Background: an optimization exercise with open tools, aiming at small area, a short achievable clock period and few clock cycles. Do not read the settings as production practice.

## run 1
==> flow/design.v (excerpt) <==
module processor(
  input wire clk, reset,
  input wire op,  
  input wire [7:0] in_data,
  input wire user_write_memory,
  input wire [7:0] user_address,
  output wire [7:0] out_data,  
  output wire done             
);
  reg [7:0] reg_a, reg_b, reg_c, reg_d;
  reg [7:0] pc;
  reg       f_halted;     
  reg       done_r;
  reg [63:0] rb0, rb1;
  reg [7:0]  rv0, rv1;    
  reg        g_valid;
  reg        g_halt;
  reg [23:0] g_imm;       
  reg [3:0]  g_u1a, g_u1b;
  reg [1:0]  g_u1op;
  reg [3:0]  g_u2a, g_u2b;
  reg        g_u2sub, g_u2mul;
  reg [3:0]  g_u3a, g_u3b;
  reg        g_u3sub;
  reg [3:0]  g_ta, g_tb, g_tc, g_td;
  reg        g_s0v, g_s1v, g_s2v;
  reg [7:0]  g_s0a, g_s1a, g_s2a;
  reg [3:0]  g_s0t, g_s1t, g_s2t;
  wire [4:0] row0 = pc[7:3];
  wire [4:0] row1 = row0 + 5'd1;
  wire [4:0] row2 = row0 + 5'd2;
  wire [7:0] a_new, b_new, c_new, d_new, s0d, s1d, s2d;
  execute ex(
    .ra(reg_a), .rb(reg_b), .rc(reg_c), .rd(reg_d), .w(g_imm),
    .u1a(g_u1a), .u1b(g_u1b), .u1op(g_u1op),
    .u2a(g_u2a), .u2b(g_u2b), .u2sub(g_u2sub), .u2mul(g_u2mul),
    .u3a(g_u3a), .u3b(g_u3b), .u3sub(g_u3sub),
    .ta(g_ta), .tb(g_tb), .tc(g_tc), .td(g_td), .s0t(g_s0t), .s1t(g_s1t), .s2t(g_s2t),
    .na(a_new), .nb(b_new), .nc(c_new), .nd(d_new), .s0d(s0d), .s1d(s1d), .s2d(s2d)
  );
  wire all0 = &rv0;
  wire all1 = &rv1;
  wire [4:0] frow = ~all0 ? row0 : ~all1 ? row1 : row2;
  wire [4:0] rrow = op ? frow : user_address[7:3];
  wire [31:0] rsel = 32'd1 << rrow;
  wire [7:0] cw0 = {8{g_valid & g_s0v}} & (8'd1 << g_s0a[2:0]);
  ...
Size: roughly 11000 cells after synthesis.
clock: 12.5 ns
lec_check: 0
cap_margin: 20
core_margin: 2
core_utilization: 50
place_density: 0.6
setup_slack_margin: 4
slew_margin: 20
standard.sh (not shown) runs the stock make flow with config.mk's settings and CLKGATE_MAP_FILE= SYNTH_SCRIPT=/design/flow/synth_recipe.tcl, a recipe that flattens the netlist after the stock synthesis.
==> flow/flow/run.sh <==
#!/bin/bash
# The standard flow's own layout (standard.sh), except that synthesis skips ORFS's adder
# step (Yosys extract_fa and the full/half-adder cell map): ABC then maps the
# arithmetic as plain logic and times it as a whole. Everything else, the
# registers included, is the standard synthesis and layout.
set -euo pipefail
here=$(pwd)

# ORFS's synth.tcl without the block from "Technology mapping of adders" up
# to "Technology mapping of latches"
sed '/^# Technology mapping of adders/,/^# Technology mapping of latches/{/^# Technology mapping of latches/!d}' \
  "$FLOW_HOME/scripts/synth.tcl" > "$here/synth_noadder.tcl"
grep -q '^# Technology mapping of latches' "$here/synth_noadder.tcl"
! grep -q 'extract_fa' "$here/synth_noadder.tcl"

# The standard flow's synthesis script, sourcing that instead of ORFS's synth.tcl
sed "s#source \$::env(SCRIPTS_DIR)/synth.tcl#source $here/synth_noadder.tcl#" \
  synth_recipe.tcl > "$here/synth_recipe_noadder.tcl"
grep -q 'synth_noadder.tcl' "$here/synth_recipe_noadder.tcl"

# standard.sh with that synthesis script
sed "s#SYNTH_SCRIPT=[^ ]*#SYNTH_SCRIPT=$here/synth_recipe_noadder.tcl#" standard.sh > "$here/standard_noadder.sh"
grep -q 'synth_recipe_noadder.tcl' "$here/standard_noadder.sh"

bash "$here/standard_noadder.sh" finish > "$here/orfs_make.log" 2>&1
Setup changes, run 1 to run 2
- SETUP_SLACK_MARGIN: 4 -> 5
==> comparison <==
Fill cell instance count of the final layout, run 2 vs run 1: down by more than 10%. Total clock buffers created by CTS sits higher in run 2 than in run 1. Critical path startpoint: op -> run 2, user_address[4] -> run 1.
--- input diff run 2..run 3 ---
- SETUP_SLACK_MARGIN now 4, was 5
- PLACE_DENSITY now 0.75, was 0.6
- CORE_UTILIZATION now 65, was 50
Diff run 3..run 2 | area fraction in and, or, nand and nor cells after synthesis | unchanged
Port buffer count: run 3 vs run 2 identical
Run 2 → run 3: horizontal extent of the die moved down; setup slack at placement dropped 0.024 ns; initial standard-cell utilization of the core higher.
FAIL run 3 @ 5_1_grt: tool exited with error
No functional check of the RTL was part of any run of this note.

static timing again, ports no longer ideal:
No port has a modelled driver above. Below, the same layouts with a new extraction and two added sets of constraints.
Step 1: set_driving_cell puts a clkbuf_16 on clk and a buf_2 on each other input, an assumption about the parent block.
Step 2, shift: input delay + t, output delay - t, t = (earliest + latest rising clock arrival at the registers) / 2. This alone moves slack from input paths to output paths.
Three values: ideal ports, drivers, drivers and shift; two values: the first two.
run | t, ns | slack for setup (ns) | worst register clock-pin slew, ns | worst slew at a driven data input, ns
run 1 | 0.995 | 3.818 / 3.650 / 3.650 | 0.10 / 0.10 | 0.26
run 2 | 1.008 | 3.679 / 3.506 / 3.506 | 0.07 / 0.07 | 0.29
After both steps setup and hold are still met in every run listed. The setup slack of run 2, which loses most, moves by -0.173 ns with the drivers and by -0.173 ns with both steps.
